From an optimization exercise on the open Yosys and OpenROAD flow, aimed at small area; shortcuts taken in it are not production practice.
Function was checked by simulation only, so behaviour that the tests miss may differ from the original.
No driver is modelled on the clock port, so clocking that relies on it looks cheaper here than on a real chip.

==> flow/design.v (outline; a module is shown in full before it is edited, if it fits) <==
// module fa: 4 lines
// module ha: 4 lines
// module mj: 3 lines
// module neural_pipeline_top: 1444 lines
module neural_pipeline_top (
    input wire clk,
    input wire rst,
    input wire signed [15:0] raw_in,
    output wire signed [15:0] vel_out
);
  // ...
==> flow/flow/run.sh <==
#!/bin/bash
# The standard layout (standard.sh, with the standard synthesis unchanged)
# plus three changes:
#  1. after the standard synthesis, the combinational logic other than the
#     full-adder and tie cells is re-mapped by ABC with an area script
#     (flow/reabc.abc); flip-flops and their names are left as they are;
#  2. port buffers use the smallest buffer cell (buf_1);
#  3. clock tree synthesis uses clkbuf_8 and no dummy loads; afterwards
#     clock buffers are downsized to clkbuf_4 where the clock-pin slew
#     allows it (flow/cts_trim.tcl).
# Each tool's output goes to a log file of its own in this folder.
set -euo pipefail
export BUFFER_PORTS_ARGS="-buffer_cell sky130_fd_sc_hd__buf_1"
export CTS_ARGS="-sink_clustering_enable -repair_clock_nets -dont_use_dummy_load -buf_list sky130_fd_sc_hd__clkbuf_8"

R=orfs/results/${FLOW_PLATFORM}/neural_pipeline_top/base
LIB=${FLOW_HOME}/platforms/${FLOW_PLATFORM}/lib/sky130_fd_sc_hd__tt_025C_1v80.lib
YOSYS=${FLOW_HOME}/../tools/install/yosys/bin/yosys
[ -x "$YOSYS" ] || YOSYS=yosys

bash standard.sh synth > standard_synth.log 2>&1
cp $R/1_2_yosys.v 1_2_yosys_standard.v

DU=""
for c in probe_p_8 probec_p_8 lpflow_bleeder_1 lpflow_clkbufkapwr_1 lpflow_clkbufkapwr_16 \
  lpflow_clkbufkapwr_2 lpflow_clkbufkapwr_4 lpflow_clkbufkapwr_8 lpflow_clkinvkapwr_1 \
  lpflow_clkinvkapwr_16 lpflow_clkinvkapwr_2 lpflow_clkinvkapwr_4 lpflow_clkinvkapwr_8 \
  lpflow_decapkapwr_12 lpflow_decapkapwr_3 lpflow_decapkapwr_4 lpflow_decapkapwr_6 \
  lpflow_decapkapwr_8 lpflow_inputiso0n_1 lpflow_inputiso0p_1 lpflow_inputiso1n_1 \
  lpflow_inputiso1p_1 lpflow_inputisolatch_1 lpflow_isobufsrc_1 lpflow_isobufsrc_16 \
  lpflow_isobufsrc_2 lpflow_isobufsrc_4 lpflow_isobufsrc_8 lpflow_isobufsrckapwr_16 \
  lpflow_lsbuf_lh_hl_isowell_tap_1 lpflow_lsbuf_lh_hl_isowell_tap_2 \
  lpflow_lsbuf_lh_hl_isowell_tap_4 lpflow_lsbuf_lh_isowell_4 lpflow_lsbuf_lh_isowell_tap_1 \
  lpflow_lsbuf_lh_isowell_tap_2 lpflow_lsbuf_lh_isowell_tap_4; do
  DU="$DU -dont_use sky130_fd_sc_hd__$c"
done

cat > reabc.ys <<EOT
read_liberty -ignore_miss_func $LIB
setattr -mod -set keep_hierarchy 1 sky130_fd_sc_hd__fa_1 sky130_fd_sc_hd__conb_1 sky130_fd_sc_hd__dfxtp_1
read_verilog 1_2_yosys_standard.v
hierarchy -top ${FLOW_TOP}
flatten
opt -purge
abc -liberty $LIB $DU -script flow/reabc.abc
opt_clean -purge

splitnets
opt_clean -purge
tee -o reabc_stat.txt stat -liberty $LIB
select ${FLOW_TOP}
write_verilog -noattr -nohex -nodec -selected $R/1_2_yosys.v
EOT
$YOSYS -s reabc.ys > reabc.log 2>&1

bash standard.sh cts > standard_to_cts.log 2>&1
OPENROAD=${FLOW_HOME}/../tools/install/OpenROAD/bin/openroad
[ -x "$OPENROAD" ] || OPENROAD=openroad
export R LIB
$OPENROAD -no_init -exit flow/cts_trim.tcl > cts_trim.log 2>&1

bash standard.sh > standard.log 2>&1
==> flow/flow/cts_trim.tcl <==
read_liberty $::env(LIB)
read_db $::env(R)/4_cts.odb
read_sdc $::env(R)/4_cts.sdc
source $::env(FLOW_HOME)/platforms/$::env(FLOW_PLATFORM)/setRC.tcl
set_propagated_clock [all_clocks]
estimate_parasitics -placement
proc maxslew {} {
  set ms 0
  foreach p [get_pins -of_objects [get_cells -filter "ref_name =~ *df*"] -filter "name == CLK"] {
    set s [get_property $p slew_max]
    if {$s > $ms} { set ms $s }
  }
  return $ms
}
puts "max clock-pin slew before: [maxslew]"
set small [[ord::get_db] findMaster sky130_fd_sc_hd__clkbuf_4]
foreach inst [[ord::get_db_block] getInsts] {
  set m [$inst getMaster]
  if {[$m getName] != "sky130_fd_sc_hd__clkbuf_8"} continue
  $inst swapMaster $small
  estimate_parasitics -placement
  set s [maxslew]
  if {$s > 0.110} {
    $inst swapMaster $m
    estimate_parasitics -placement
    puts "kept [$inst getName] ($s)"
  } else {
    puts "downsized [$inst getName] ($s)"
  }
}
puts "max clock-pin slew after: [maxslew]"
write_db $::env(R)/4_cts.odb
==> flow/flow/reabc.abc <==
strash
dch -f
amap
strash
dch -f
amap
strash
dch -f
amap
topo
==> flow/standard.sh <==
#!/bin/bash
# synth_recipe.tcl (not shown) runs the flow's synth.tcl, then flattens the netlist and writes it again
# the make line also repeats each setting of config.mk as NAME=value (left out here)
make -C /OpenROAD-flow-scripts/flow DESIGN_CONFIG=/design/flow/config.mk WORK_HOME=/design/flow/orfs CLKGATE_MAP_FILE= SYNTH_SCRIPT=/design/flow/synth_recipe.tcl "${@:-finish}"
==> flow/config.mk <==
export PLATFORM = sky130hd
export DESIGN_NAME = neural_pipeline_top
export DESIGN_NICKNAME = neural_pipeline_top
export VERILOG_FILES = /design/flow/design.v
export SDC_FILE = /design/flow/constraint.sdc
export NUM_CORES = 4
export LEC_CHECK = 0
export CAP_MARGIN = 20
export CORE_MARGIN = 2
export CORE_UTILIZATION = 70
export PLACE_DENSITY = 0.8
export SLEW_MARGIN = 20
export SYNTH_HIERARCHICAL = 1
==> flow/constraint.sdc <==
create_clock -name core_clock -period 25.0 [get_ports {clk}]
set_input_delay 5.0000 -clock core_clock [delete_from_list [all_inputs] [get_ports {clk}]]
set_output_delay 5.0000 -clock core_clock [all_outputs]
set_load 0.01 [all_outputs]
==> summary.md, run 1 <==
| Metric | Value |
|---|---|
| Status | no timing/DRC/antenna violations |
| Detailed-placement wirelength estimate | 18200 um |
| M1 GR Usage | approximately two fifths |
| Met3 usage | ~5.7% |
| Hold Crit Class | reg2reg |
| Slowest Stage Delay on Critical Path | 0.71 ns |
| WL met1 | 8700 um |
| Vias in the first global route | 7588 |
| Largest Register | acc |
| FFs & Latches | 141 |
| Reg2reg start | y2[0]$_SDFF_PP0_ |
| #MultiIn Comb | 646 |
| Commonest non-fill, non-tap cells in the layout | 271 x fa_1, 141 x dfxtp_1, 137 x clkinv_1 |
| Syn avg cell area | 11.5 sq um |
| Gp weighted congestion | 0.903 |
| Final #Nets | 1268 |
| Cts bufs inserted | 17 |
| Max reg flops | 29 |
| Critical Path RT | between 20 and 30 ns |
| Syn nets | approximately 1200 |
| Layout Cells excl Fill | approximately 1200 |
| Initial Util | 71.0% |
| TAP cells | ~190 |
| Via count | 6821 |
| Slew @ Worst Pin | about 0.92 ns |
| Largest net degree at the start of global routing | 47 |
| Setup crit start kind | input port |
==> run 2, diff against run 1 <==
--- a/flow/design.v
+++ b/flow/design.v
@@ -18,17 +18,18 @@
     input wire clk,
     input wire rst,
     input wire signed [15:0] raw_in,
     output wire signed [15:0] vel_out
 );
     genvar i;
     reg [14:0] S;       
     reg [14:0] v;       
-    reg [15:0] x1, x2, y1, y2;
+    reg [15:0] x1n, x2, y1, y2n;
+    wire [15:0] y2 = ~y2n;
     wire f1;
     wire f2;
     wire f3;
     wire f4;
     wire f5;
     wire f6;
     wire f7;
     wire f8;
@@ -454,314 +455,299 @@
     wire f428;
     wire f429;
     wire f430;
     wire f431;
     wire f432;
     wire f433;
     wire f103_n = ~f103;
     wire f111_n = ~f111;
-    wire f113_n = ~f113;
-    wire f114_n = ~f114;
-    wire f119_n = ~f119;
-    wire f125_n = ~f125;
-    wire f127_n = ~f127;
-    wire f128_n = ~f128;
-    wire f133_n = ~f133;
-    wire f137_n = ~f137;
+    wire f121_n = ~f121;
+    wire f122_n = ~f122;
+    wire f141_n = ~f141;
     wire f143_n = ~f143;
-    wire f151_n = ~f151;
-    wire f158_n = ~f158;
-    wire f164_n = ~f164;
+    wire f153_n = ~f153;
+    wire f165_n = ~f165;
     wire f187_n = ~f187;
-    wire f19_n = ~f19;
-    wire f195_n = ~f195;
-    wire f20_n = ~f20;
+    wire f188_n = ~f188;
     wire f215_n = ~f215;
     wire f225_n = ~f225;
+    wire f23_n = ~f23;
     wire f235_n = ~f235;
     wire f245_n = ~f245;
     wire f257_n = ~f257;
+    wire f261_n = ~f261;
     wire f263_n = ~f263;
     wire f271_n = ~f271;
     wire f285_n = ~f285;
     wire f299_n = ~f299;
-    wire f304_n = ~f304;
+    wire f306_n = ~f306;
     wire f313_n = ~f313;
-    wire f319_n = ~f319;
     wire f327_n = ~f327;
-    wire f33_n = ~f33;
-    wire f333_n = ~f333;
     wire f341_n = ~f341;
-    wire f35_n = ~f35;
     wire f353_n = ~f353;
-    wire f354_n = ~f354;
-    wire f359_n = ~f359;
-    wire f369_n = ~f369;
-    wire f377_n = ~f377;
-    wire f385_n = ~f385;
-    wire f391_n = ~f391;
-    wire f397_n = ~f397;
-    wire f400_n = ~f400;
-    wire f43_n = ~f43;
-    wire f44_n = ~f44;
-    wire f57_n = ~f57;
-    wire f59_n = ~f59;
-    wire f67_n = ~f67;
-    wire f68_n = ~f68;
+    wire f356_n = ~f356;
+    wire f39_n = ~f39;
+    wire f402_n = ~f402;
+    wire f405_n = ~f405;
+    wire f408_n = ~f408;
+    wire f47_n = ~f47;
+    wire f55_n = ~f55;
+    wire f63_n = ~f63;
     wire f7_n = ~f7;
-    wire f81_n = ~f81;
-    wire f83_n = ~f83;
-    wire f9_n = ~f9;
-    wire f91_n = ~f91;
-    wire f92_n = ~f92;
+    wire f71_n = ~f71;
+    wire f79_n = ~f79;
+    wire f87_n = ~f87;
     wire f95_n = ~f95;
     wire raw_in_15_n = ~raw_in[15];
-    wire x1_0_n = ~x1[0];
-    wire x1_12_n = ~x1[12];
-    wire x1_13_n = ~x1[13];
-    wire x1_3_n = ~x1[3];
-    wire x1_6_n = ~x1[6];
-    wire x1_9_n = ~x1[9];
+    wire x2_15_n = ~x2[15];
     wire y1_15_n = ~y1[15];
-    wire y2_0_n = ~y2[0];
-    wire y2_12_n = ~y2[12];
-    wire y2_13_n = ~y2[13];
-    wire y2_15_n = ~y2[15];
-    wire y2_3_n = ~y2[3];
-    wire y2_6_n = ~y2[6];
-    wire y2_9_n = ~y2[9];
+    wire y2n_0_n = ~y2n[0];
+    wire y2n_10_n = ~y2n[10];
+    wire y2n_11_n = ~y2n[11];
+    wire y2n_12_n = ~y2n[12];
+    wire y2n_13_n = ~y2n[13];
+    wire y2n_14_n = ~y2n[14];
+    wire y2n_1_n = ~y2n[1];
+    wire y2n_2_n = ~y2n[2];
+    wire y2n_3_n = ~y2n[3];
+    wire y2n_4_n = ~y2n[4];
+    wire y2n_5_n = ~y2n[5];
+    wire y2n_6_n = ~y2n[6];
+    wire y2n_7_n = ~y2n[7];
+    wire y2n_8_n = ~y2n[8];
+    wire y2n_9_n = ~y2n[9];
     ha f1_ha (.a(x2[0]), .b(raw_in[0]), .s(f1), .co(f2));
-    fa f3_fa (.a(x1_0_n), .b(x2[1]), .c(y1[0]), .s(f3), .co(f4));
-    fa f5_fa (.a(f3), .b(raw_in[1]), .c(f2), .s(f5), .co(f6));
-    ha f7_ha (.a(y2_0_n), .b(f5), .s(f7), .co(f8));
-    fa f9_fa (.a(x2[2]), .b(y1[1]), .c(f4), .s(f9), .co(f10));
-    fa f11_fa (.a(x1[1]), .b(y2[1]), .c(f9_n), .s(f11), .co(f12));
-    fa f13_fa (.a(raw_in[2]), .b(f6), .c(f8), .s(f13), .co(f14));
-    assign f15 = ~(~f11 ^ f13);
-    assign f16 = ~f11 | f13;
-    fa f17_fa (.a(x2[3]), .b(y1[2]), .c(f10), .s(f17), .co(f18));
-    fa f19_fa (.a(x1[2]), .b(y2[2]), .c(f12), .s(f19), .co(f20));
-    fa f21_fa (.a(f17), .b(f19_n), .c(raw_in[3]), .s(f21), .co(f22));
+    fa f3_fa (.a(x1n[0]), .b(x2[1]), .c(y1[0]), .s(f3), .co(f4));
+    fa f5_fa (.a(y2n[0]), .b(f3), .c(raw_in[1]), .s(f5), .co(f6));
+    ha f7_ha (.a(f2), .b(f5), .s(f7), .co(f8));
+    fa f9_fa (.a(x1n[1]), .b(x2[2]), .c(y1[1]), .s(f9), .co(f10));
+    fa f11_fa (.a(y2n[1]), .b(f4), .c(f9), .s(f11), .co(f12));
+    fa f13_fa (.a(f11), .b(raw_in[2]), .c(f6), .s(f13), .co(f14));
+    assign f15 = ~(f8 ^ f13);
+    assign f16 = f8 | f13;
+    fa f17_fa (.a(x1n[2]), .b(x2[3]), .c(y1[2]), .s(f17), .co(f18));
+    fa f19_fa (.a(y2n[2]), .b(f10), .c(f17), .s(f19), .co(f20));
+    fa f21_fa (.a(f12), .b(f19), .c(raw_in[3]), .s(f21), .co(f22));
     fa f23_fa (.a(f21), .b(f14), .c(f16), .s(f23), .co(f24));
-    fa f25_fa (.a(x1_3_n), .b(x2[4]), .c(y1[3]), .s(f25), .co(f26));
-    fa f27_fa (.a(y2_3_n), .b(f25), .c(f18), .s(f27), .co(f28));
-    fa f29_fa (.a(f27), .b(raw_in[4]), .c(f22), .s(f29), .co(f30));
-    fa f31_fa (.a(f20_n), .b(f29), .c(f24), .s(f31), .co(f32));
-    fa f33_fa (.a(x2[5]), .b(y1[4]), .c(f26), .s(f33), .co(f34));
-    fa f35_fa (.a(x1[4]), .b(y2[4]), .c(f33_n), .s(f35), .co(f36));
-    fa f37_fa (.a(f28), .b(raw_in[5]), .c(f30), .s(f37), .co(f38));
-    fa f39_fa (.a(f35_n), .b(f37), .c(f32), .s(f39), .co(f40));
-    fa f41_fa (.a(x2[6]), .b(y1[5]), .c(f34), .s(f41), .co(f42));
-    fa f43_fa (.a(x1[5]), .b(y2[5]), .c(f36), .s(f43), .co(f44));
-    fa f45_fa (.a(f41), .b(f43_n), .c(raw_in[6]), .s(f45), .co(f46));
-    fa f47_fa (.a(f45), .b(f38), .c(f40), .s(f47), .co(f48));
-    fa f49_fa (.a(x1_6_n), .b(x2[7]), .c(y1[6]), .s(f49), .co(f50));
-    fa f51_fa (.a(y2_6_n), .b(f49), .c(f42), .s(f51), .co(f52));
-    fa f53_fa (.a(f51), .b(raw_in[7]), .c(f46), .s(f53), .co(f54));
-    fa f55_fa (.a(f44_n), .b(f53), .c(f48), .s(f55), .co(f56));
-    fa f57_fa (.a(x2[8]), .b(y1[7]), .c(f50), .s(f57), .co(f58));
-    fa f59_fa (.a(x1[7]), .b(y2[7]), .c(f57_n), .s(f59), .co(f60));
-    fa f61_fa (.a(f52), .b(raw_in[8]), .c(f54), .s(f61), .co(f62));
-    fa f63_fa (.a(f59_n), .b(f61), .c(f56), .s(f63), .co(f64));
-    fa f65_fa (.a(x2[9]), .b(y1[8]), .c(f58), .s(f65), .co(f66));
-    fa f67_fa (.a(x1[8]), .b(y2[8]), .c(f60), .s(f67), .co(f68));
-    fa f69_fa (.a(f65), .b(f67_n), .c(raw_in[9]), .s(f69), .co(f70));
-    fa f71_fa (.a(f69), .b(f62), .c(f64), .s(f71), .co(f72));
-    fa f73_fa (.a(x1_9_n), .b(x2[10]), .c(y1[9]), .s(f73), .co(f74));
-    fa f75_fa (.a(y2_9_n), .b(f73), .c(f66), .s(f75), .co(f76));
-    fa f77_fa (.a(f75), .b(raw_in[10]), .c(f70), .s(f77), .co(f78));
-    fa f79_fa (.a(f68_n), .b(f77), .c(f72), .s(f79), .co(f80));
-    fa f81_fa (.a(x2[11]), .b(y1[10]), .c(f74), .s(f81), .co(f82));
-    fa f83_fa (.a(x1[10]), .b(y2[10]), .c(f81_n), .s(f83), .co(f84));
-    fa f85_fa (.a(f76), .b(raw_in[11]), .c(f78), .s(f85), .co(f86));
-    fa f87_fa (.a(f83_n), .b(f85), .c(f80), .s(f87), .co(f88));
-    fa f89_fa (.a(x2[12]), .b(y1[11]), .c(f82), .s(f89), .co(f90));
-    fa f91_fa (.a(x1[11]), .b(y2[11]), .c(f84), .s(f91), .co(f92));
-    fa f93_fa (.a(f89), .b(f91_n), .c(raw_in[12]), .s(f93), .co(f94));
-    fa f95_fa (.a(f93), .b(f86), .c(f88), .s(f95), .co(f96));
-    fa f97_fa (.a(x1_12_n), .b(x2[13]), .c(y1[12]), .s(f97), .co(f98));
-    fa f99_fa (.a(y2_12_n), .b(f97), .c(f90), .s(f99), .co(f100));
-    fa f101_fa (.a(f99), .b(raw_in[13]), .c(f94), .s(f101), .co(f102));
-    fa f103_fa (.a(f92_n), .b(f101), .c(f96), .s(f103), .co(f104));
-    fa f105_fa (.a(x2[14]), .b(y1[13]), .c(f98), .s(f105), .co(f106));
-    fa f107_fa (.a(x1_13_n), .b(y2_13_n), .c(f105), .s(f107), .co(f108));
-    fa f109_fa (.a(f100), .b(raw_in[14]), .c(f102), .s(f109), .co(f110));
-    fa f111_fa (.a(f107), .b(f109), .c(f104), .s(f111), .co(f112));
-    fa f113_fa (.a(x1[14]), .b(x2[15]), .c(y2[14]), .s(f113), .co(f114));
-    fa f115_fa (.a(y1[14]), .b(f113_n), .c(f106), .s(f115), .co(f116));
-    fa f117_fa (.a(f108), .b(f115), .c(raw_in_15_n), .s(f117), .co(f118));
-    fa f119_fa (.a(f117), .b(f110), .c(f112), .s(f119), .co(f120));
-    fa f121_fa (.a(x1[15]), .b(y1_15_n), .c(y2[15]), .s(f121), .co(f122));
-    fa f123_fa (.a(f114_n), .b(f121), .c(f116), .s(f123), .co(f124));
+    fa f25_fa (.a(x1n[3]), .b(x2[4]), .c(y1[3]), .s(f25), .co(f26));
+    fa f27_fa (.a(y2n[3]), .b(f18), .c(f25), .s(f27), .co(f28));
+    fa f29_fa (.a(f20), .b(f27), .c(raw_in[4]), .s(f29), .co(f30));
+    fa f31_fa (.a(f22), .b(f29), .c(f24), .s(f31), .co(f32));
+    fa f33_fa (.a(x1n[4]), .b(x2[5]), .c(y1[4]), .s(f33), .co(f34));
+    fa f35_fa (.a(y2n[4]), .b(f26), .c(f33), .s(f35), .co(f36));
+    fa f37_fa (.a(f28), .b(f35), .c(raw_in[5]), .s(f37), .co(f38));
+    fa f39_fa (.a(f30), .b(f37), .c(f32), .s(f39), .co(f40));
+    fa f41_fa (.a(x1n[5]), .b(x2[6]), .c(y1[5]), .s(f41), .co(f42));
+    fa f43_fa (.a(y2n[5]), .b(f34), .c(f41), .s(f43), .co(f44));
+    fa f45_fa (.a(f36), .b(f43), .c(raw_in[6]), .s(f45), .co(f46));
+    fa f47_fa (.a(f38), .b(f45), .c(f40), .s(f47), .co(f48));
+    fa f49_fa (.a(x1n[6]), .b(x2[7]), .c(y1[6]), .s(f49), .co(f50));
+    fa f51_fa (.a(y2n[6]), .b(f42), .c(f49), .s(f51), .co(f52));
+    fa f53_fa (.a(f44), .b(f51), .c(raw_in[7]), .s(f53), .co(f54));
+    fa f55_fa (.a(f46), .b(f53), .c(f48), .s(f55), .co(f56));
+    fa f57_fa (.a(x1n[7]), .b(x2[8]), .c(y1[7]), .s(f57), .co(f58));
+    fa f59_fa (.a(y2n[7]), .b(f50), .c(f57), .s(f59), .co(f60));
+    fa f61_fa (.a(f52), .b(f59), .c(raw_in[8]), .s(f61), .co(f62));
+    fa f63_fa (.a(f54), .b(f61), .c(f56), .s(f63), .co(f64));
+    fa f65_fa (.a(x1n[8]), .b(x2[9]), .c(y1[8]), .s(f65), .co(f66));
+    fa f67_fa (.a(y2n[8]), .b(f58), .c(f65), .s(f67), .co(f68));
+    fa f69_fa (.a(f60), .b(f67), .c(raw_in[9]), .s(f69), .co(f70));
+    fa f71_fa (.a(f62), .b(f69), .c(f64), .s(f71), .co(f72));
+    fa f73_fa (.a(x1n[9]), .b(x2[10]), .c(y1[9]), .s(f73), .co(f74));
+    fa f75_fa (.a(y2n[9]), .b(f66), .c(f73), .s(f75), .co(f76));
+    fa f77_fa (.a(f68), .b(f75), .c(raw_in[10]), .s(f77), .co(f78));
+    fa f79_fa (.a(f70), .b(f77), .c(f72), .s(f79), .co(f80));
+    fa f81_fa (.a(x1n[10]), .b(x2[11]), .c(y1[10]), .s(f81), .co(f82));
+    fa f83_fa (.a(y2n[10]), .b(f74), .c(f81), .s(f83), .co(f84));
+    fa f85_fa (.a(f76), .b(f83), .c(raw_in[11]), .s(f85), .co(f86));
+    fa f87_fa (.a(f78), .b(f85), .c(f80), .s(f87), .co(f88));
+    fa f89_fa (.a(x1n[11]), .b(x2[12]), .c(y1[11]), .s(f89), .co(f90));
+    fa f91_fa (.a(y2n[11]), .b(f82), .c(f89), .s(f91), .co(f92));
+    fa f93_fa (.a(f84), .b(f91), .c(raw_in[12]), .s(f93), .co(f94));
+    fa f95_fa (.a(f86), .b(f93), .c(f88), .s(f95), .co(f96));
+    fa f97_fa (.a(x1n[12]), .b(x2[13]), .c(y1[12]), .s(f97), .co(f98));
+    fa f99_fa (.a(y2n[12]), .b(f90), .c(f97), .s(f99), .co(f100));
+    fa f101_fa (.a(f92), .b(f99), .c(raw_in[13]), .s(f101), .co(f102));
+    fa f103_fa (.a(f94), .b(f101), .c(f96), .s(f103), .co(f104));
+    fa f105_fa (.a(x1n[13]), .b(x2[14]), .c(y1[13]), .s(f105), .co(f106));
+    fa f107_fa (.a(y2n[13]), .b(f98), .c(f105), .s(f107), .co(f108));
+    fa f109_fa (.a(f100), .b(f107), .c(raw_in[14]), .s(f109), .co(f110));
+    fa f111_fa (.a(f102), .b(f109), .c(f104), .s(f111), .co(f112));
+    fa f113_fa (.a(x1n[14]), .b(y1[14]), .c(y2n[14]), .s(f113), .co(f114));
+    fa f115_fa (.a(f106), .b(f113), .c(f108), .s(f115), .co(f116));
+    fa f117_fa (.a(x2_15_n), .b(f115), .c(raw_in_15_n), .s(f117), .co(f118));
+    fa f119_fa (.a(f110), .b(f117), .c(f112), .s(f119), .co(f120));
+    fa f121_fa (.a(x1n[15]), .b(y1[15]), .c(y2n[15]), .s(f121), .co(f122));
+    fa f123_fa (.a(f114), .b(f121_n), .c(f116), .s(f123), .co(f124));
     fa f125_fa (.a(f123), .b(f118), .c(f120), .s(f125), .co(f126));
-    fa f127_fa (.a(f122), .b(f124), .c(f126), .s(f127), .co(f128));
-    ha f129_ha (.a(y1[0]), .b(y2[0]), .s(f129), .co(f130));
-    fa f131_fa (.a(y1[1]), .b(y2[1]), .c(f130), .s(f131), .co(f132));
-    fa f133_fa (.a(y1[2]), .b(y2[2]), .c(f132), .s(f133), .co(f134));
-    fa f135_fa (.a(y1[3]), .b(y2[3]), .c(f134), .s(f135), .co(f136));
-    fa f137_fa (.a(y1[4]), .b(y2[4]), .c(f136), .s(f137), .co(f138));
-    fa f139_fa (.a(y1[5]), .b(y2[5]), .c(f138), .s(f139), .co(f140));
-    fa f141_fa (.a(y1[6]), .b(y2[6]), .c(f140), .s(f141), .co(f142));
-    fa f143_fa (.a(y1[7]), .b(y2[7]), .c(f142), .s(f143), .co(f144));
-    fa f145_fa (.a(y1[8]), .b(y2[8]), .c(f144), .s(f145), .co(f146));
-    fa f147_fa (.a(y1[9]), .b(y2[9]), .c(f146), .s(f147), .co(f148));
-    fa f149_fa (.a(y1[10]), .b(y2[10]), .c(f148), .s(f149), .co(f150));
-    fa f151_fa (.a(y1[11]), .b(y2[11]), .c(f150), .s(f151), .co(f152));
-    fa f153_fa (.a(y1[12]), .b(y2[12]), .c(f152), .s(f153), .co(f154));
-    fa f155_fa (.a(y1[13]), .b(y2[13]), .c(f154), .s(f155), .co(f156));
-    fa f157_fa (.a(y1[14]), .b(y2[14]), .c(f156), .s(f157), .co(f158));
-    fa f159_fa (.a(y1[15]), .b(y2[15]), .c(f158_n), .s(f159), .co(f160));
+    fa f127_fa (.a(f122_n), .b(f124), .c(f126), .s(f127), .co(f128));
+    ha f129_ha (.a(y1[0]), .b(y2n_0_n), .s(f129), .co(f130));
+    fa f131_fa (.a(y1[1]), .b(y2n_1_n), .c(f130), .s(f131), .co(f132));
+    fa f133_fa (.a(y1[2]), .b(y2n_2_n), .c(f132), .s(f133), .co(f134));
+    fa f135_fa (.a(y1[3]), .b(y2n_3_n), .c(f134), .s(f135), .co(f136));
+    fa f137_fa (.a(y1[4]), .b(y2n_4_n), .c(f136), .s(f137), .co(f138));
+    fa f139_fa (.a(y1[5]), .b(y2n_5_n), .c(f138), .s(f139), .co(f140));
+    fa f141_fa (.a(y1[6]), .b(y2n_6_n), .c(f140), .s(f141), .co(f142));
+    fa f143_fa (.a(y1[7]), .b(y2n_7_n), .c(f142), .s(f143), .co(f144));
+    fa f145_fa (.a(y1[8]), .b(y2n_8_n), .c(f144), .s(f145), .co(f146));
+    fa f147_fa (.a(y1[9]), .b(y2n_9_n), .c(f146), .s(f147), .co(f148));
+    fa f149_fa (.a(y1[10]), .b(y2n_10_n), .c(f148), .s(f149), .co(f150));
+    fa f151_fa (.a(y1[11]), .b(y2n_11_n), .c(f150), .s(f151), .co(f152));
+    fa f153_fa (.a(y1[12]), .b(y2n_12_n), .c(f152), .s(f153), .co(f154));
+    fa f155_fa (.a(y1[13]), .b(y2n_13_n), .c(f154), .s(f155), .co(f156));
+    fa f157_fa (.a(y1[14]), .b(y2n_14_n), .c(f156), .s(f157), .co(f158));
+    fa f159_fa (.a(y1_15_n), .b(y2n[15]), .c(f158), .s(f159), .co(f160));
     assign f161 = ~(f129 ^ ~f1);
     assign f162 = f129 | ~f1;
     mj f164_mj (.a(f131), .b(f162), .c(f7_n), .y(f164));
-    fa f165_fa (.a(f129), .b(f133_n), .c(f1), .s(f165), .co(f166));
-    mj f168_mj (.a(f165), .b(f164_n), .c(f15), .y(f168));
-    fa f169_fa (.a(f131), .b(f166), .c(f7), .s(f169), .co(f170));
-    fa f171_fa (.a(f169), .b(f168), .c(f23), .s(f171), .co(f172));
-    assign f173 = ~(f135 ^ ~f171);
-    assign f174 = f135 | ~f171;
-    fa f175_fa (.a(f133), .b(f137_n), .c(f1), .s(f175), .co(f176));
-    fa f177_fa (.a(f175), .b(f170), .c(f15), .s(f177), .co(f178));
-    fa f179_fa (.a(f177), .b(f31), .c(f172), .s(f179), .co(f180));
-    assign f181 = ~(f174 ^ ~f179);
-    assign f182 = f174 | ~f179;
-    fa f183_fa (.a(f135), .b(f176), .c(f7), .s(f183), .co(f184));
-    fa f185_fa (.a(f183), .b(f178), .c(f23), .s(f185), .co(f186));
-    fa f187_fa (.a(f185), .b(f39), .c(f180), .s(f187), .co(f188));
-    mj f190_mj (.a(f139), .b(f182), .c(f187_n), .y(f190));
-    fa f191_fa (.a(f137), .b(f184), .c(f15), .s(f191), .co(f192));
-    fa f193_fa (.a(f191), .b(f31), .c(f186), .s(f193), .co(f194));
-    fa f195_fa (.a(f193), .b(f47), .c(f188), .s(f195), .co(f196));
-    mj f198_mj (.a(f141), .b(f190), .c(f195_n), .y(f198));
+    fa f165_fa (.a(f129), .b(f1), .c(f15), .s(f165), .co(f166));
+    mj f168_mj (.a(f133), .b(f164), .c(f165_n), .y(f168));
+    fa f169_fa (.a(f131), .b(f7), .c(f166), .s(f169), .co(f170));
+    fa f171_fa (.a(f135), .b(f23_n), .c(f168), .s(f171), .co(f172));
+    assign f173 = ~(~f169 ^ f171);
+    assign f174 = ~f169 | f171;
+    fa f175_fa (.a(f133), .b(f1), .c(f15), .s(f175), .co(f176));
+    fa f177_fa (.a(f175), .b(f170), .c(f31), .s(f177), .co(f178));
+    fa f179_fa (.a(f137), .b(f172), .c(f174), .s(f179), .co(f180));
+    assign f181 = ~(~f177 ^ f179);
+    assign f182 = ~f177 | f179;
+    fa f183_fa (.a(f135), .b(f7), .c(f176), .s(f183), .co(f184));
+    fa f185_fa (.a(f23), .b(f183), .c(f39), .s(f185), .co(f186));
+    fa f187_fa (.a(f139), .b(f180), .c(f182), .s(f187), .co(f188));
+    mj f190_mj (.a(f178), .b(f185), .c(f187_n), .y(f190));
+    fa f191_fa (.a(f137), .b(f15), .c(f184), .s(f191), .co(f192));
+    fa f193_fa (.a(f31), .b(f191), .c(f47), .s(f193), .co(f194));
+    fa f195_fa (.a(f141_n), .b(f186), .c(f193), .s(f195), .co(f196));
+    mj f198_mj (.a(f195), .b(f188_n), .c(f190), .y(f198));
     fa f199_fa (.a(f139), .b(f143_n), .c(f1), .s(f199), .co(f200));
-    fa f201_fa (.a(f199), .b(f192), .c(f23), .s(f201), .co(f202));
-    fa f203_fa (.a(f201), .b(f39), .c(f194), .s(f203), .co(f204));
-    fa f205_fa (.a(f203), .b(f55), .c(f196), .s(f205), .co(f206));
-    assign f207 = ~(f198 ^ ~f205);
-    assign f208 = f198 | ~f205;
+    fa f201_fa (.a(f199), .b(f23), .c(f192), .s(f201), .co(f202));
+    fa f203_fa (.a(f39), .b(f201), .c(f55), .s(f203), .co(f204));
+    fa f205_fa (.a(f194), .b(f196), .c(f203), .s(f205), .co(f206));
+    assign f207 = ~(~f205 ^ ~f198);
+    assign f208 = ~f205 | ~f198;
     fa f209_fa (.a(f141), .b(f200), .c(f7), .s(f209), .co(f210));
     fa f211_fa (.a(f209), .b(f31), .c(f202), .s(f211), .co(f212));
-    fa f213_fa (.a(f211), .b(f47), .c(f204), .s(f213), .co(f214));
-    fa f215_fa (.a(f213), .b(f63), .c(f206), .s(f215), .co(f216));
-    mj f218_mj (.a(f145), .b(f208), .c(f215_n), .y(f218));
-    fa f219_fa (.a(f143), .b(f210), .c(f15), .s(f219), .co(f220));
+    fa f213_fa (.a(f47), .b(f211), .c(f63), .s(f213), .co(f214));
+    fa f215_fa (.a(f204), .b(f206), .c(f213), .s(f215), .co(f216));
+    mj f218_mj (.a(f145), .b(f215_n), .c(f208), .y(f218));
+    fa f219_fa (.a(f143), .b(f15), .c(f210), .s(f219), .co(f220));
     fa f221_fa (.a(f219), .b(f39), .c(f212), .s(f221), .co(f222));
-    fa f223_fa (.a(f221), .b(f55), .c(f214), .s(f223), .co(f224));
-    fa f225_fa (.a(f223), .b(f71), .c(f216), .s(f225), .co(f226));
-    mj f228_mj (.a(f147), .b(f218), .c(f225_n), .y(f228));
+    fa f223_fa (.a(f55), .b(f221), .c(f71), .s(f223), .co(f224));
+    fa f225_fa (.a(f214), .b(f216), .c(f223), .s(f225), .co(f226));
+    mj f228_mj (.a(f147), .b(f225_n), .c(f218), .y(f228));
     fa f229_fa (.a(f145), .b(f220), .c(f23), .s(f229), .co(f230));
     fa f231_fa (.a(f229), .b(f47), .c(f222), .s(f231), .co(f232));
-    fa f233_fa (.a(f231), .b(f63), .c(f224), .s(f233), .co(f234));
-    fa f235_fa (.a(f233), .b(f79), .c(f226), .s(f235), .co(f236));
-    mj f238_mj (.a(f149), .b(f228), .c(f235_n), .y(f238));
+    fa f233_fa (.a(f63), .b(f231), .c(f79), .s(f233), .co(f234));
+    fa f235_fa (.a(f224), .b(f226), .c(f233), .s(f235), .co(f236));
+    mj f238_mj (.a(f149), .b(f235_n), .c(f228), .y(f238));
     fa f239_fa (.a(f147), .b(f31), .c(f230), .s(f239), .co(f240));
     fa f241_fa (.a(f239), .b(f55), .c(f232), .s(f241), .co(f242));
-    fa f243_fa (.a(f241), .b(f71), .c(f234), .s(f243), .co(f244));
-    fa f245_fa (.a(f243), .b(f87), .c(f236), .s(f245), .co(f246));
-    mj f248_mj (.a(f151), .b(f238), .c(f245_n), .y(f248));
-    fa f249_fa (.a(y2[0]), .b(f153), .c(f1), .s(f249), .co(f250));
-    fa f251_fa (.a(f149), .b(f39), .c(f240), .s(f251), .co(f252));
+    fa f243_fa (.a(f71), .b(f241), .c(f87), .s(f243), .co(f244));
+    fa f245_fa (.a(f234), .b(f236), .c(f243), .s(f245), .co(f246));
+    mj f248_mj (.a(f151), .b(f245_n), .c(f238), .y(f248));
+    fa f249_fa (.a(y2n[0]), .b(f149), .c(f153_n), .s(f249), .co(f250));
+    fa f251_fa (.a(f249), .b(f39), .c(f240), .s(f251), .co(f252));
     fa f253_fa (.a(f251), .b(f63), .c(f242), .s(f253), .co(f254));
-    fa f255_fa (.a(f253), .b(f79), .c(f244), .s(f255), .co(f256));
-    fa f257_fa (.a(f255), .b(f95), .c(f246), .s(f257), .co(f258));
-    fa f259_fa (.a(f249), .b(f248), .c(f257_n), .s(f259), .co(f260));
-    fa f261_fa (.a(y2[1]), .b(f155), .c(f250), .s(f261), .co(f262));
-    fa f263_fa (.a(f151_n), .b(f7), .c(f261), .s(f263), .co(f264));
+    fa f255_fa (.a(f79), .b(f253), .c(f95), .s(f255), .co(f256));
+    fa f257_fa (.a(f244), .b(f246), .c(f255), .s(f257), .co(f258));
+    fa f259_fa (.a(f1), .b(f257_n), .c(f248), .s(f259), .co(f260));
+    fa f261_fa (.a(y2n[1]), .b(f151), .c(f250), .s(f261), .co(f262));
+    fa f263_fa (.a(f155), .b(f261_n), .c(f7), .s(f263), .co(f264));
     fa f265_fa (.a(f263_n), .b(f47), .c(f252), .s(f265), .co(f266));
     fa f267_fa (.a(f265), .b(f71), .c(f254), .s(f267), .co(f268));
-    fa f269_fa (.a(f267), .b(f87), .c(f256), .s(f269), .co(f270));
-    fa f271_fa (.a(f269), .b(f103), .c(f258), .s(f271), .co(f272));
-    ha f273_ha (.a(f260), .b(f271_n), .s(f273), .co(f274));
-    fa f275_fa (.a(y2[2]), .b(f157), .c(f262), .s(f275), .co(f276));
-    fa f277_fa (.a(f264), .b(f275), .c(f15), .s(f277), .co(f278));
-    fa f279_fa (.a(f153), .b(f55), .c(f266), .s(f279), .co(f280));
+    fa f269_fa (.a(f87), .b(f267), .c(f103), .s(f269), .co(f270));
+    fa f271_fa (.a(f256), .b(f258), .c(f269), .s(f271), .co(f272));
+    ha f273_ha (.a(f271_n), .b(f260), .s(f273), .co(f274));
+    fa f275_fa (.a(y2n[2]), .b(f153), .c(f262), .s(f275), .co(f276));
+    fa f277_fa (.a(f157), .b(f15), .c(f264), .s(f277), .co(f278));
+    fa f279_fa (.a(f275), .b(f55), .c(f266), .s(f279), .co(f280));
     fa f281_fa (.a(f279), .b(f79), .c(f268), .s(f281), .co(f282));
-    fa f283_fa (.a(f281), .b(f95), .c(f270), .s(f283), .co(f284));
-    fa f285_fa (.a(f283), .b(f111), .c(f272), .s(f285), .co(f286));
-    fa f287_fa (.a(f277), .b(f274), .c(f285_n), .s(f287), .co(f288));
-    fa f289_fa (.a(y2_3_n), .b(f155), .c(f159), .s(f289), .co(f290));
-    fa f291_fa (.a(f276), .b(f278), .c(f23), .s(f291), .co(f292));
+    fa f283_fa (.a(f95), .b(f281), .c(f111), .s(f283), .co(f284));
+    fa f285_fa (.a(f270), .b(f272), .c(f283), .s(f285), .co(f286));
+    fa f287_fa (.a(f277), .b(f285_n), .c(f274), .s(f287), .co(f288));
+    fa f289_fa (.a(y2n[3]), .b(f155), .c(f276), .s(f289), .co(f290));
+    fa f291_fa (.a(f159), .b(f278), .c(f23), .s(f291), .co(f292));
     fa f293_fa (.a(f289), .b(f63), .c(f280), .s(f293), .co(f294));
     fa f295_fa (.a(f293), .b(f87), .c(f282), .s(f295), .co(f296));
-    fa f297_fa (.a(f295), .b(f103), .c(f284), .s(f297), .co(f298));
-    fa f299_fa (.a(f297), .b(f119), .c(f286), .s(f299), .co(f300));
-    fa f301_fa (.a(f291), .b(f288), .c(f299_n), .s(f301), .co(f302));
-    fa f303_fa (.a(f157), .b(f160), .c(f290), .s(f303), .co(f304));
-    fa f305_fa (.a(y2[4]), .b(f31), .c(f292), .s(f305), .co(f306));
+    fa f297_fa (.a(f103), .b(f295), .c(f119), .s(f297), .co(f298));
+    fa f299_fa (.a(f284), .b(f286), .c(f297), .s(f299), .co(f300));
+    fa f301_fa (.a(f291), .b(f299_n), .c(f288), .s(f301), .co(f302));
+    fa f303_fa (.a(y2n[4]), .b(f157), .c(f290), .s(f303), .co(f304));
+    fa f305_fa (.a(f160), .b(f31), .c(f292), .s(f305), .co(f306));
     fa f307_fa (.a(f303), .b(f71), .c(f294), .s(f307), .co(f308));
     fa f309_fa (.a(f307), .b(f95), .c(f296), .s(f309), .co(f310));
-    fa f311_fa (.a(f309), .b(f111), .c(f298), .s(f311), .co(f312));
-    fa f313_fa (.a(f311), .b(f125), .c(f300), .s(f313), .co(f314));
-    fa f315_fa (.a(f305), .b(f302), .c(f313_n), .s(f315), .co(f316));
-    fa f317_fa (.a(y2[5]), .b(f159), .c(f304_n), .s(f317), .co(f318));
-    fa f319_fa (.a(f317), .b(f39), .c(f306), .s(f319), .co(f320));
-    fa f321_fa (.a(f319_n), .b(f79), .c(f308), .s(f321), .co(f322));
+    fa f311_fa (.a(f111), .b(f309), .c(f125), .s(f311), .co(f312));
+    fa f313_fa (.a(f298), .b(f300), .c(f311), .s(f313), .co(f314));
+    fa f315_fa (.a(f305), .b(f313_n), .c(f302), .s(f315), .co(f316));
+    fa f317_fa (.a(y2n[5]), .b(f159), .c(f304), .s(f317), .co(f318));
+    fa f319_fa (.a(f317), .b(f39_n), .c(f306_n), .s(f319), .co(f320));
+    fa f321_fa (.a(f319), .b(f79), .c(f308), .s(f321), .co(f322));
     fa f323_fa (.a(f321), .b(f103), .c(f310), .s(f323), .co(f324));
-    fa f325_fa (.a(f323), .b(f119), .c(f312), .s(f325), .co(f326));
-    fa f327_fa (.a(f325), .b(f127), .c(f314), .s(f327), .co(f328));
-    fa f329_fa (.a(f316), .b(f327_n), .c(f315), .s(f329), .co(f330));
-    fa f331_fa (.a(y2[6]), .b(f160), .c(f318), .s(f331), .co(f332));
-    fa f333_fa (.a(f331), .b(f47), .c(f320), .s(f333), .co(f334));
-    fa f335_fa (.a(f333_n), .b(f87), .c(f322), .s(f335), .co(f336));
+    fa f325_fa (.a(f119), .b(f323), .c(f127), .s(f325), .co(f326));
+    fa f327_fa (.a(f312), .b(f314), .c(f325), .s(f327), .co(f328));
+    fa f329_fa (.a(f327_n), .b(f316), .c(f315), .s(f329), .co(f330));
+    fa f331_fa (.a(y2n[6]), .b(f160), .c(f318), .s(f331), .co(f332));
+    fa f333_fa (.a(f331), .b(f47_n), .c(f320), .s(f333), .co(f334));
+    fa f335_fa (.a(f333), .b(f87), .c(f322), .s(f335), .co(f336));
     fa f337_fa (.a(f335), .b(f111), .c(f324), .s(f337), .co(f338));
-    fa f339_fa (.a(f337), .b(f125), .c(f326), .s(f339), .co(f340));
-    fa f341_fa (.a(f128), .b(f339), .c(f328), .s(f341), .co(f342));
+    fa f339_fa (.a(f125), .b(f128), .c(f337), .s(f339), .co(f340));
+    fa f341_fa (.a(f326), .b(f339), .c(f328), .s(f341), .co(f342));
     fa f343_fa (.a(f341_n), .b(f330), .c(f329), .s(f343), .co(f344));
-    fa f345_fa (.a(y2[7]), .b(f332), .c(f55), .s(f345), .co(f346));
-    fa f347_fa (.a(f334), .b(f345), .c(f95_n), .s(f347), .co(f348));
-    fa f349_fa (.a(f336), .b(f119), .c(f338), .s(f349), .co(f350));
-    fa f351_fa (.a(f349), .b(f127), .c(f340), .s(f351), .co(f352));
-    fa f353_fa (.a(f347), .b(f344), .c(f343), .s(f353), .co(f354));
-    fa f355_fa (.a(f351), .b(f342), .c(f353_n), .s(f355), .co(f356));
-    fa f357_fa (.a(y2[8]), .b(f63), .c(f346), .s(f357), .co(f358));
-    fa f359_fa (.a(f357), .b(f103_n), .c(f348), .s(f359), .co(f360));
-    fa f361_fa (.a(f125), .b(f350), .c(f128), .s(f361), .co(f362));
-    fa f363_fa (.a(f359_n), .b(f352), .c(f361), .s(f363), .co(f364));
-    fa f365_fa (.a(f363), .b(f354_n), .c(f356), .s(f365), .co(f366));
-    fa f367_fa (.a(y2[9]), .b(f71), .c(f358), .s(f367), .co(f368));
-    fa f369_fa (.a(f367), .b(f111_n), .c(f360), .s(f369), .co(f370));
-    fa f371_fa (.a(f127), .b(f362), .c(f364), .s(f371), .co(f372));
-    fa f373_fa (.a(f369_n), .b(f371), .c(f366), .s(f373), .co(f374));
-    fa f375_fa (.a(y2[10]), .b(f79), .c(f368), .s(f375), .co(f376));
-    fa f377_fa (.a(f375), .b(f119_n), .c(f370), .s(f377), .co(f378));
-    fa f379_fa (.a(f377_n), .b(f128), .c(f372), .s(f379), .co(f380));
+    fa f345_fa (.a(y2n[7]), .b(f332), .c(f55_n), .s(f345), .co(f346));
+    fa f347_fa (.a(f345), .b(f95), .c(f336), .s(f347), .co(f348));
+    fa f349_fa (.a(f347), .b(f119), .c(f338), .s(f349), .co(f350));
+    fa f351_fa (.a(f127), .b(f340), .c(f349), .s(f351), .co(f352));
+    fa f353_fa (.a(f334), .b(f351), .c(f342), .s(f353), .co(f354));
+    fa f355_fa (.a(f353_n), .b(f344), .c(f343), .s(f355), .co(f356));
+    fa f357_fa (.a(y2n[8]), .b(f63_n), .c(f346), .s(f357), .co(f358));
+    fa f359_fa (.a(f357), .b(f103), .c(f348), .s(f359), .co(f360));
+    fa f361_fa (.a(f359), .b(f125), .c(f128), .s(f361), .co(f362));
+    fa f363_fa (.a(f350), .b(f361), .c(f352), .s(f363), .co(f364));
+    fa f365_fa (.a(f363), .b(f354), .c(f356_n), .s(f365), .co(f366));
+    fa f367_fa (.a(y2n[9]), .b(f71_n), .c(f358), .s(f367), .co(f368));
+    fa f369_fa (.a(f367), .b(f111), .c(f360), .s(f369), .co(f370));
+    fa f371_fa (.a(f369), .b(f127), .c(f362), .s(f371), .co(f372));
+    fa f373_fa (.a(f371), .b(f364), .c(f366), .s(f373), .co(f374));
+    fa f375_fa (.a(y2n[10]), .b(f79_n), .c(f368), .s(f375), .co(f376));
+    fa f377_fa (.a(f375), .b(f119), .c(f370), .s(f377), .co(f378));
+    fa f379_fa (.a(f377), .b(f128), .c(f372), .s(f379), .co(f380));
     fa f381_fa (.a(f379), .b(f374), .c(f373), .s(f381), .co(f382));
-    fa f383_fa (.a(y2[11]), .b(f87), .c(f376), .s(f383), .co(f384));
-    fa f385_fa (.a(f383), .b(f125_n), .c(f378), .s(f385), .co(f386));
-    fa f387_fa (.a(f385_n), .b(f380), .c(f382), .s(f387), .co(f388));
-    fa f389_fa (.a(y2[12]), .b(f95), .c(f384), .s(f389), .co(f390));
-    fa f391_fa (.a(f389), .b(f127_n), .c(f386), .s(f391), .co(f392));
-    fa f393_fa (.a(f391_n), .b(f388), .c(f387), .s(f393), .co(f394));
-    fa f395_fa (.a(y2[13]), .b(f103), .c(f390), .s(f395), .co(f396));
-    fa f397_fa (.a(f395), .b(f128_n), .c(f392), .s(f397), .co(f398));
-    fa f399_fa (.a(f397_n), .b(f394), .c(f393), .s(f399), .co(f400));
-    fa f401_fa (.a(y2[14]), .b(f111), .c(f396), .s(f401), .co(f402));
-    fa f403_fa (.a(f401), .b(f398), .c(f400_n), .s(f403), .co(f404));
-    fa f405_fa (.a(y2_15_n), .b(f119), .c(f402), .s(f405), .co(f406));
-    fa f407_fa (.a(f405), .b(f404), .c(f403), .s(f407), .co(f408));
-    fa f409_fa (.a(f125), .b(f406), .c(f408), .s(f409), .co(f410));
+    fa f383_fa (.a(y2n[11]), .b(f87_n), .c(f376), .s(f383), .co(f384));
+    fa f385_fa (.a(f383), .b(f125), .c(f378), .s(f385), .co(f386));
+    fa f387_fa (.a(f385), .b(f380), .c(f382), .s(f387), .co(f388));
+    fa f389_fa (.a(y2n[12]), .b(f95_n), .c(f384), .s(f389), .co(f390));
+    fa f391_fa (.a(f389), .b(f127), .c(f386), .s(f391), .co(f392));
+    fa f393_fa (.a(f391), .b(f388), .c(f387), .s(f393), .co(f394));
+    fa f395_fa (.a(y2n[13]), .b(f103_n), .c(f390), .s(f395), .co(f396));
+    fa f397_fa (.a(f395), .b(f128), .c(f392), .s(f397), .co(f398));
+    fa f399_fa (.a(f397), .b(f394), .c(f393), .s(f399), .co(f400));
+    fa f401_fa (.a(y2n[14]), .b(f111_n), .c(f396), .s(f401), .co(f402));
+    fa f403_fa (.a(f401), .b(f398), .c(f400), .s(f403), .co(f404));
+    fa f405_fa (.a(y2n[15]), .b(f119), .c(f402_n), .s(f405), .co(f406));
+    fa f407_fa (.a(f405_n), .b(f404), .c(f403), .s(f407), .co(f408));
+    fa f409_fa (.a(f125), .b(f406), .c(f408_n), .s(f409), .co(f410));
     fa f411_fa (.a(f127), .b(f410), .c(f409), .s(f411), .co(f412));
     assign f413 = f128 ^ f412 ^ f411;
     assign f415 = f259;
     assign f416 = f273;
     assign f417 = f287;
     assign f418 = f301;
     assign f419 = ~f315;
     assign f420 = ~f329;
     assign f421 = ~f343;
-    assign f422 = ~f355;
+    assign f422 = f355;
     assign f423 = ~f365;
     assign f424 = f373;
     assign f425 = ~f381;
     assign f426 = f387;
     assign f427 = f393;
     assign f428 = ~f399;
-    assign f429 = ~f403;
-    assign f430 = f407;
+    assign f429 = f403;
+    assign f430 = ~f407;
     assign f431 = ~f409;
     assign f432 = ~f411;
     assign f433 = f413;
     wire [30:12] ya;
     assign ya[12] = f415;
     assign ya[13] = f416;
     assign ya[14] = f417;
     assign ya[15] = f418;
@@ -779,25 +765,25 @@
     assign ya[27] = f430;
     assign ya[28] = f431;
     assign ya[29] = f432;
     assign ya[30] = f433;
     wire ovf = (ya[30] != ya[27]) | (ya[29] != ya[27]) | (ya[28] != ya[27]);
     wire [15:0] y_comb = ovf ? {ya[30], {15{~ya[30]}}} : ya[27:12];
     always @(posedge clk) begin
         if (rst) begin
-            x1 <= 0;
+            x1n <= 16'hffff;
             x2 <= 0;
             y1 <= 0;
-            y2 <= 0;
+            y2n <= 16'hffff;
         end else begin
-            x1 <= raw_in;
-            x2 <= x1;
+            x1n <= ~raw_in;
+            x2 <= ~x1n;
             y1 <= y_comb;
-            y2 <= y1;
+            y2n <= ~y1;
         end
     end
     reg [28:0] acc;
     wire [14:0] ax = y2[14:0] ^ {15{y2[15]}};
     wire cin = y2[15] & (|y2[14:0]);
     wire t1;
     wire t2;
     wire t3;
==> run 2 against run 1 <==
Effect of this change:
- wire length grew 0.61%
- synthesized cell count shrank 4.0%
- critical path depth shrank 4
- register-to-register slack gained 1.1 ns
- die area shrank 1.5%
- via count shrank 0.19%
- core utilization grew 1.1 points
- still clean
- non-clock buffer count grew 1
- synthesized area shrank 1.6%
- global-route usage grew 0.56 points
==> summary.md, run 2 <==
| Metric | Value |
|---|---|
| Status | no timing/DRC/antenna violations |
| Total wire length | 22700 um |
| Syn avg cell area | 11.8 sq um (+2.5%) |
| Port Buffer Count | 32 |
| TNS Setup | 0 ns |
| Hold Crit Class | reg2reg |
| # Post-CTS Setup Buffers | 0 |
| Initial Util | 72.0% (+1.0 points) |
| Endpoint class of the critical path | flip-flop |
| Crit Path Class | in2reg |
| Die Y | 126 um |
| Min-Delay Endpoint | x2[0]$_SDFF_PP0_ |
| Antenna Violating Nets Remaining | 0 |
| First drt pass iteration count | 6 |
| Clk buf depth | 2 |
| Post-route DRC | 0 |
| Clock transition at path regs | about 0.10 ns |
| CORE AREA | around 15000 sq um |
| Worst R2R End | y1[2]$_SDFF_PP0_ |
| R2R cell count | 48 |
| Slowest Stage Delay on Critical Path | 0.71 ns (about the same) |
| Final #Nets | 1232 (-2.8%) |
| Hold Vio Cnt, Final | 0 |
| Syn nets | 1176 (-3.1%) |
| CTS H-tree depth | 4 |
| Ports | 34 |
| Final core utilization | 75.8% |
| Tmin final | ~20 ns |
| Die span in x | 126 um |
| Period utilisation layout | slightly above 80% |
| GRT Overall Usage | 32.1% |
| Fmax | 49.1 MHz |
| Via count | 6808 (-0.19%) |
| Slew @ Worst Pin | 1.02 ns (+0.101 ns) |
| Post-Syn Instances | ~890 |
| Antenna violations before repair | 0 |
| Layout Cells excl Fill | 1125 (-3.5%) |
| Setup crit start kind | input port |
| Largest net degree at the start of global routing | 57 (+21%) |
| CTS tree | done |
| Die area | 16000 sq um |
| Clk_skew | 0.0336 ns |
| Placed cell count | 1108 |
| Worst R2R Setup Slack | about 6.7 ns |
| Clk sinks | 141 |
| Post-synth design cell area | 10500 sq um |
| Max_cap viols | 0 |
| Gp weighted congestion | 1.00 (+11%) |
| Most used cell, CP | fa_1 |
| Detailed-placement wirelength estimate | 18700 um (+2.9%) |
| Largest Register | acc |
| Clock latency on the worst-skew pair | 0.57 ns |
| Vias per Instance | 6.05 |
| Commonest non-fill, non-tap cells in the layout | 271 x fa_1, 141 x dfxtp_1, 129 x clkinv_1 |
| Pre-CTS setup slack | 4.08 ns |
| Arrival @ worst endpoint | 20.82 ns |
| Critical path's slowest cell | fa_1 |
| Overflow after GRT | 0 |
| Hold buffer count at cts | 0 |
| Setup Viol. Count Final | 0 |
| Worst hold margin | 0.419 ns |
| First-pass GRT wire length | 38700 um |
| Share of cells above drive strength 1 | approximately 2.6% |
| Critical Path RT | 25.46 ns (-0.02 ns) |
| Cts bufs inserted | 17 (unchanged) |
| DP Area | 10900 sq um |
| Vias in the first global route | 7671 (+1.1%) |
| Commonest non-fill, non-tap cell in the layout | fa_1 |
| RSZ-0062 raised after global routing | no |
| Ant diodes | 0 |
| Synthesis Warnings | 7 |
| Crit path launch | raw_in[1] |
| Fin area | roughly 11000 sq um |
| Reg2reg start | y2n[1]$_SDFF_PP1_ |
| Max reg flops | 29 (unchanged) |
| CP max FO | 15 |
| Routed len/inst | 20.1 um |
| Fin worst setup slack | 4.64 ns |
| Layout area overhead | 5.30% |
| Hold path cells | 1 |
| Rel. slew slack | 31.8% |
| DR iter-0 viols | 637 |
| Row count | 44 |
| Min-delay src | x1n[0]$_SDFF_PP1_ |
| Root Driver | clkbuf_8 |
| Final Slew Violations | 0 |
| Post-CTS resize count | 0 |
[run 2: area by class of cell]
| class | count | area (sq um) |
|---|---|---|
| Multi-Input combinational cell | 617 | 7200 |
| Fill cell | 964 | 3530 |
| Sequential cell | 141 | 2820 |
| Inverter | 129 | 484 |
| Tap cell | 184 | 230 |
| Clock buffer | 17 | 165 |
| Timing Repair Buffer | 37 | 159 |
[run 2: worst max-delay path: cells and delay by family]
family / cells / cell delay (ns)
buffers and inverters: 5 / 0.39
AO/OA/AOI/OAI: 3 / 0.74
AND/OR/NAND/NOR: 3 / 0.53
adder cells (fa/ha/maj): 32 / 14.16
[run 2: layer usage]
metal / vias up / share of wire, % / global-route usage, %
met5: - / 0 / 0
met4: 0 / 2.1 / 8.66
met3: 50 / 6.6 / 7.68
met2: 265 / 51 / 52.5
met1: 3535 / 40 / 44.2
li1: 2958 / - / -
[run 2: how the worst max path moves through the flow]
| stage | end | slack (ns) | depth (start not counted) |
|---|---|---|---|
| 6_report | y1[2]$_SDFF_PP0_ | 4.64 | 43 |
| 5_1_grt | y1[2]$_SDFF_PP0_ | 3.98 | 43 |
| 4_1_cts | y1[2]$_SDFF_PP0_ | 4.56 | 43 |
| 3_5_place_dp | y1[1]$_SDFF_PP0_ | 4.08 | 43 |
| 3_3_place_gp | y1[2]$_SDFF_PP0_ | 4.55 | 43 |
| 2_1_floorplan | y1[0]$_SDFF_PP0_ | 5.07 | 42 |

## port drivers added, routing unchanged
In the flow no input, the clock included, has a driving cell. The finished layouts below were timed again as built, in two steps.
Step 1 (the two cells are an assumption about what drives the block):
set clk [get_ports {clk}]
set_driving_cell -lib_cell sky130_fd_sc_hd__clkbuf_16 $clk
set_driving_cell -lib_cell sky130_fd_sc_hd__buf_2 [delete_from_list [all_inputs] $clk]
Step 2 times the ports against the registers' clock, not the clock port: input delays grow and output delays shrink by t, the midpoint of the rising clock arrivals with the driver on.
Slacks: ideal ports / drivers / drivers and shift; pairs: ideal ports / drivers.
run	shift t [ns]	slack for setup (ns)	cell pins on the clock port's net
run 1	0.609	3.410 / 3.426 / 2.816	1
run 2	0.591	4.642 / 4.657 / 4.066	1
After both steps every run listed still meets setup and hold. For run 1, which loses most, drivers alone change the setup slack by +0.016 ns; drivers and shift together by -0.594 ns.
